What follows belongs to an exercise in optimizing a design on an open flow for small area, a short achievable clock period and few clock cycles per item; a production flow would make more cautious choices.
The RTL was checked by simulation tests, not by an equivalence proof against the original design.

## build 75
==> flow/design.v (excerpt) <==
module fm_3d_ru_span_setup (
    clk_core,
    rst_x,
    i_valid,
    i_aa_mode,
    i_x_l,
    i_y_l,
    i_z_l,
    i_iw_l,
    i_param00_l,
    i_param01_l,
    i_param02_l,
    i_param03_l,
    i_param10_l,
    i_param11_l,
    i_param12_l,
    i_param13_l,
    i_x_r,
    i_y_r,
    i_z_r,
    i_iw_r,
    i_param00_r,
    i_param01_r,
    i_param02_r,
    i_param03_r,
    i_param10_r,
    i_param11_r,
    i_param12_r,
    i_param13_r,
    o_ack,
    i_param0_en,
    i_param1_en,
    i_param0_size,
    i_param1_size,
    o_idle,
    o_valid,
    o_aa_mode,
    o_kind,
    o_initial_val,
    o_step_val,
    o_delta_a,
    o_y,
    o_end_flag,
    o_end_x,
    i_busy
);
For scale: ~4700 cells after synthesis, roughly 600 I/O pins, about 0.040 mm^2 of cells after synthesis.
clock: 10.0 ns
lec_check: 0
abc_area: 1
cap_margin: 20
core_margin: 2
core_utilization: 55
cts_buf_list: sky130_fd_sc_hd__clkbuf_4 sky130_fd_sc_hd__clkbuf_8
place_density: 0.65
setup_slack_margin: 5
slew_margin: 20
standard.sh (not shown) runs the stock make flow with config.mk's settings and CLKGATE_MAP_FILE= SYNTH_SCRIPT=/design/flow/synth_recipe.tcl, a recipe that flattens the netlist after the stock synthesis.
==> flow/flow/run.sh <==
#!/bin/bash
# The standard layout (the standard.sh: ORFS synthesis to final layout)
# with these changes to how it is built:
#  - after the standard synthesis, fapol.py flips the polarity of full
#    adders in the synthesized netlist where that removes inverters
#    (a full adder is self-dual); registers and their names are untouched;
#  - the port buffers that placement inserts are the smallest buffer cell
#    instead of ORFS's default choice (the resizer still upsizes them where
#    timing needs it);
#  - clock tree synthesis runs with ORFS's usual arguments and buffer list
#    but without dummy loads.
# Each tool's output goes to a log file here: flow_synth.log,
# flow_fapol.log and flow_make.log; ORFS keeps each step's own log under
# orfs/logs/.
set -euo pipefail
ARGS=(
  BUFFER_PORTS_ARGS="-buffer_cell sky130_fd_sc_hd__buf_1"
  CTS_ARGS="-sink_clustering_enable -repair_clock_nets -dont_use_dummy_load -buf_list {sky130_fd_sc_hd__clkbuf_4 sky130_fd_sc_hd__clkbuf_8}"
)
RES=orfs/results/${FLOW_PLATFORM:-sky130hd}/fm_3d_ru_span_setup/base
bash standard.sh "${ARGS[@]}" synth > flow_synth.log 2>&1
python3 flow/fapol.py $RES/1_2_yosys.v > flow_fapol.log 2>&1
rm -f $RES/1_synth.odb $RES/1_synth.sdc
bash standard.sh "${ARGS[@]}" finish > flow_make.log 2>&1
Other scripts of this flow, unchanged in this note and not shown: flow/flow/fapol.py
Testbench counts of build 75, summed over its fixed seeds: cycles 37,798, spans 4,800.
[inputs] build 50 vs build 75
Settings: SETUP_SLACK_MARGIN changed from 5 to 4.8.
Notes after the runs:
On post-route core utilization, build 75 and build 50 are basically level.
Summary of build 50 over build 75: clock skew after layout lost 0.0033 ns, sequential share of layout area neither gained nor lost much.
Compared build 50 against build 75; synthesis-to-layout area growth within noise.
Per the comparison of build 50 with build 75, total wirelength of the detailed-routed design roughly the same.
Inputs modified between build 50 and build 92:
Settings: setting GPL_TIMING_DRIVEN to 0 for the first time; changing SETUP_SLACK_MARGIN from 4.8 to 5.
Utilization (higher): build 92
Of build 92 and build 50, build 50 shows the lower setup slack, with build 92 above it.
Count of multi-input combinational gates: build 92 vs build 50 identical
On weighted congestion reported at the end of routability-driven placement, build 92 tracks build 50 almost exactly.
Against build 50 as the reference, build 92 delivers a higher non-clock buffer share of cell area.
Shortest period the worst path allows ends up lower on build 92.
What build 50 reported for routed length on met3 has to be multiplied by 1.2 to get the figure for build 92.
Met1 wire length: build 92 vs build 50 up 2200 um
The lower final wirelength came out of build 50.
Input-level comparison between build 4 and build 92:
Settings: clearing GPL_TIMING_DRIVEN, which used to be 0; swapping 55 for 68 in CORE_UTILIZATION; swapping 0.65 for 0.75 in PLACE_DENSITY.
Findings:
Build 4 ended with every stage complete and zero timing, DRC or antenna violations.
In terms of highest achievable clock rate, build 4 and build 92 differ only marginally.
Going from build 92 to build 4, the critical path depth was found to have gone down by 15.
| finished layout cell area | build 4 vs build 92 | better |

========
fm_3d_ru_span_setup again, from the RTL that the note above started with.
// fm_3d_ru_span_setup
module fm_3d_ru_span_setup (
    clk_core,
    rst_x,
    i_valid,
    i_aa_mode,
    i_x_l,
    i_y_l,
    i_z_l,
    i_iw_l,
    i_param00_l,
    i_param01_l,
    i_param02_l,
    i_param03_l,
    i_param10_l,
    i_param11_l,
    i_param12_l,
    i_param13_l,
    i_x_r,
    i_y_r,
    i_z_r,
    i_iw_r,
    i_param00_r,
    i_param01_r,
    i_param02_r,
    i_param03_r,
    i_param10_r,
    i_param11_r,
    i_param12_r,
    i_param13_r,
    o_ack,
    i_param0_en,
    i_param1_en,
    i_param0_size,
    i_param1_size,
    o_idle,
    o_valid,
    o_aa_mode,
    o_kind,
    o_initial_val,
    o_step_val,
    o_delta_a,
    o_y,
    o_end_flag,
    o_end_x,
    i_busy
);
Settings: LEC_CHECK=0, ABC_AREA=1, CAP_MARGIN=20, CORE_MARGIN=2, CORE_UTILIZATION=55, CTS_BUF_LIST=sky130_fd_sc_hd__clkbuf_4 sky130_fd_sc_hd__clkbuf_8, PLACE_DENSITY=0.65, SETUP_SLACK_MARGIN=5, SLEW_MARGIN=20; clock period 10.0 ns.
==> flow/flow/run.sh <==
#!/bin/bash
# The standard layout (the standard.sh: ORFS synthesis to final layout),
# with the port buffers that placement inserts made the smallest buffer
# cell instead of ORFS's default choice; the resizer still upsizes them
# where timing needs it. Make's output goes to flow_make.log here; ORFS
# keeps each step's own log under orfs/logs/.
set -euo pipefail
bash standard.sh BUFFER_PORTS_ARGS="-buffer_cell sky130_fd_sc_hd__buf_1" finish > flow_make.log 2>&1
Testbench counts at the start, summed over its fixed seeds: cycles 37,798, spans 4,800.
Change:
==> flow/flow/run.sh (replaced) <==
#!/bin/bash
# The standard layout (the standard.sh: ORFS synthesis to final layout)
# with two changes to how it is built:
#  - the port buffers that placement inserts are the smallest buffer cell
#    instead of ORFS's default choice (the resizer still upsizes them where
#    timing needs it);
#  - clock tree synthesis runs with ORFS's usual arguments and buffer list
#    but without dummy loads.
# Make's output goes to flow_make.log here; ORFS keeps each step's own log
# under orfs/logs/.
set -euo pipefail
bash standard.sh \
  BUFFER_PORTS_ARGS="-buffer_cell sky130_fd_sc_hd__buf_1" \
  CTS_ARGS="-sink_clustering_enable -repair_clock_nets -dont_use_dummy_load -buf_list {sky130_fd_sc_hd__clkbuf_4 sky130_fd_sc_hd__clkbuf_8}" \
  finish > flow_make.log 2>&1
What happened: The changed run passed the timing, DRC and antenna checks. Cell count drops by 1.0%. Worst hold slack gets worse by 6.4 ps. Utilization drops by 0.74 points. Via count stays flat. Die area stays the same. Wire length is about the same. Area after synthesis does not change. Design area drops by 1.2%. Sequential share of layout area climbs by 0.40 points. Setup slack gets better by 17 ps.

-- static timing again, ports no longer ideal --
No port has a modelled driver above. Below, the same layouts with a new extraction and two added sets of constraints. Step 1 (the two cells are an assumption about what drives the block):
set clk [get_ports {clk_core}]
set_driving_cell -lib_cell sky130_fd_sc_hd__clkbuf_16 $clk
set_driving_cell -lib_cell sky130_fd_sc_hd__buf_2 [delete_from_list [all_inputs] $clk]
Step 2 moves the port delays by t, midway between the first and last clock arrival at a register: inputs arrive t later, outputs are due t later. That takes back most of the time a late clock gives input paths. a / b / c = no drivers / after step 1 / after step 2; a / b = the first two.
| run | t, ns | setup WS [ns] | worst hold slack (ns) | worst setup path at the end | worst data-port slew with drivers (ns) |
|---|---|---|---|---|---|
| build 75 | 0.743 | 5.121 / 5.085 / 4.582 | 0.391 / 0.391 / 0.391 | input to register | 0.25 |
| build 50 | 0.745 | 4.923 / 4.887 / 4.356 | 0.388 / 0.388 / 0.388 | input to register | 0.26 |
| build 92 | 0.759 | 5.064 / 5.064 / 4.725 | 0.387 / 0.387 / 0.387 | input to register | 0.28 |
| build 4 | 0.746 | 5.063 / 5.008 / 4.768 | 0.410 / 0.410 / 0.410 | input to register | 0.26 |
| the first run of note 2 | 0.787 | 5.220 / 5.220 / 4.724 | 0.391 / 0.391 / 0.391 | input to register | 0.24 |
| the second run of note 2 | 0.754 | 5.237 / 5.237 / 4.748 | 0.385 / 0.385 / 0.385 | input to register | 0.34 |
After both steps every run listed still meets setup and hold. The setup slack of build 50, which loses most, moves by -0.036 ns with the drivers and by -0.567 ns with both steps.
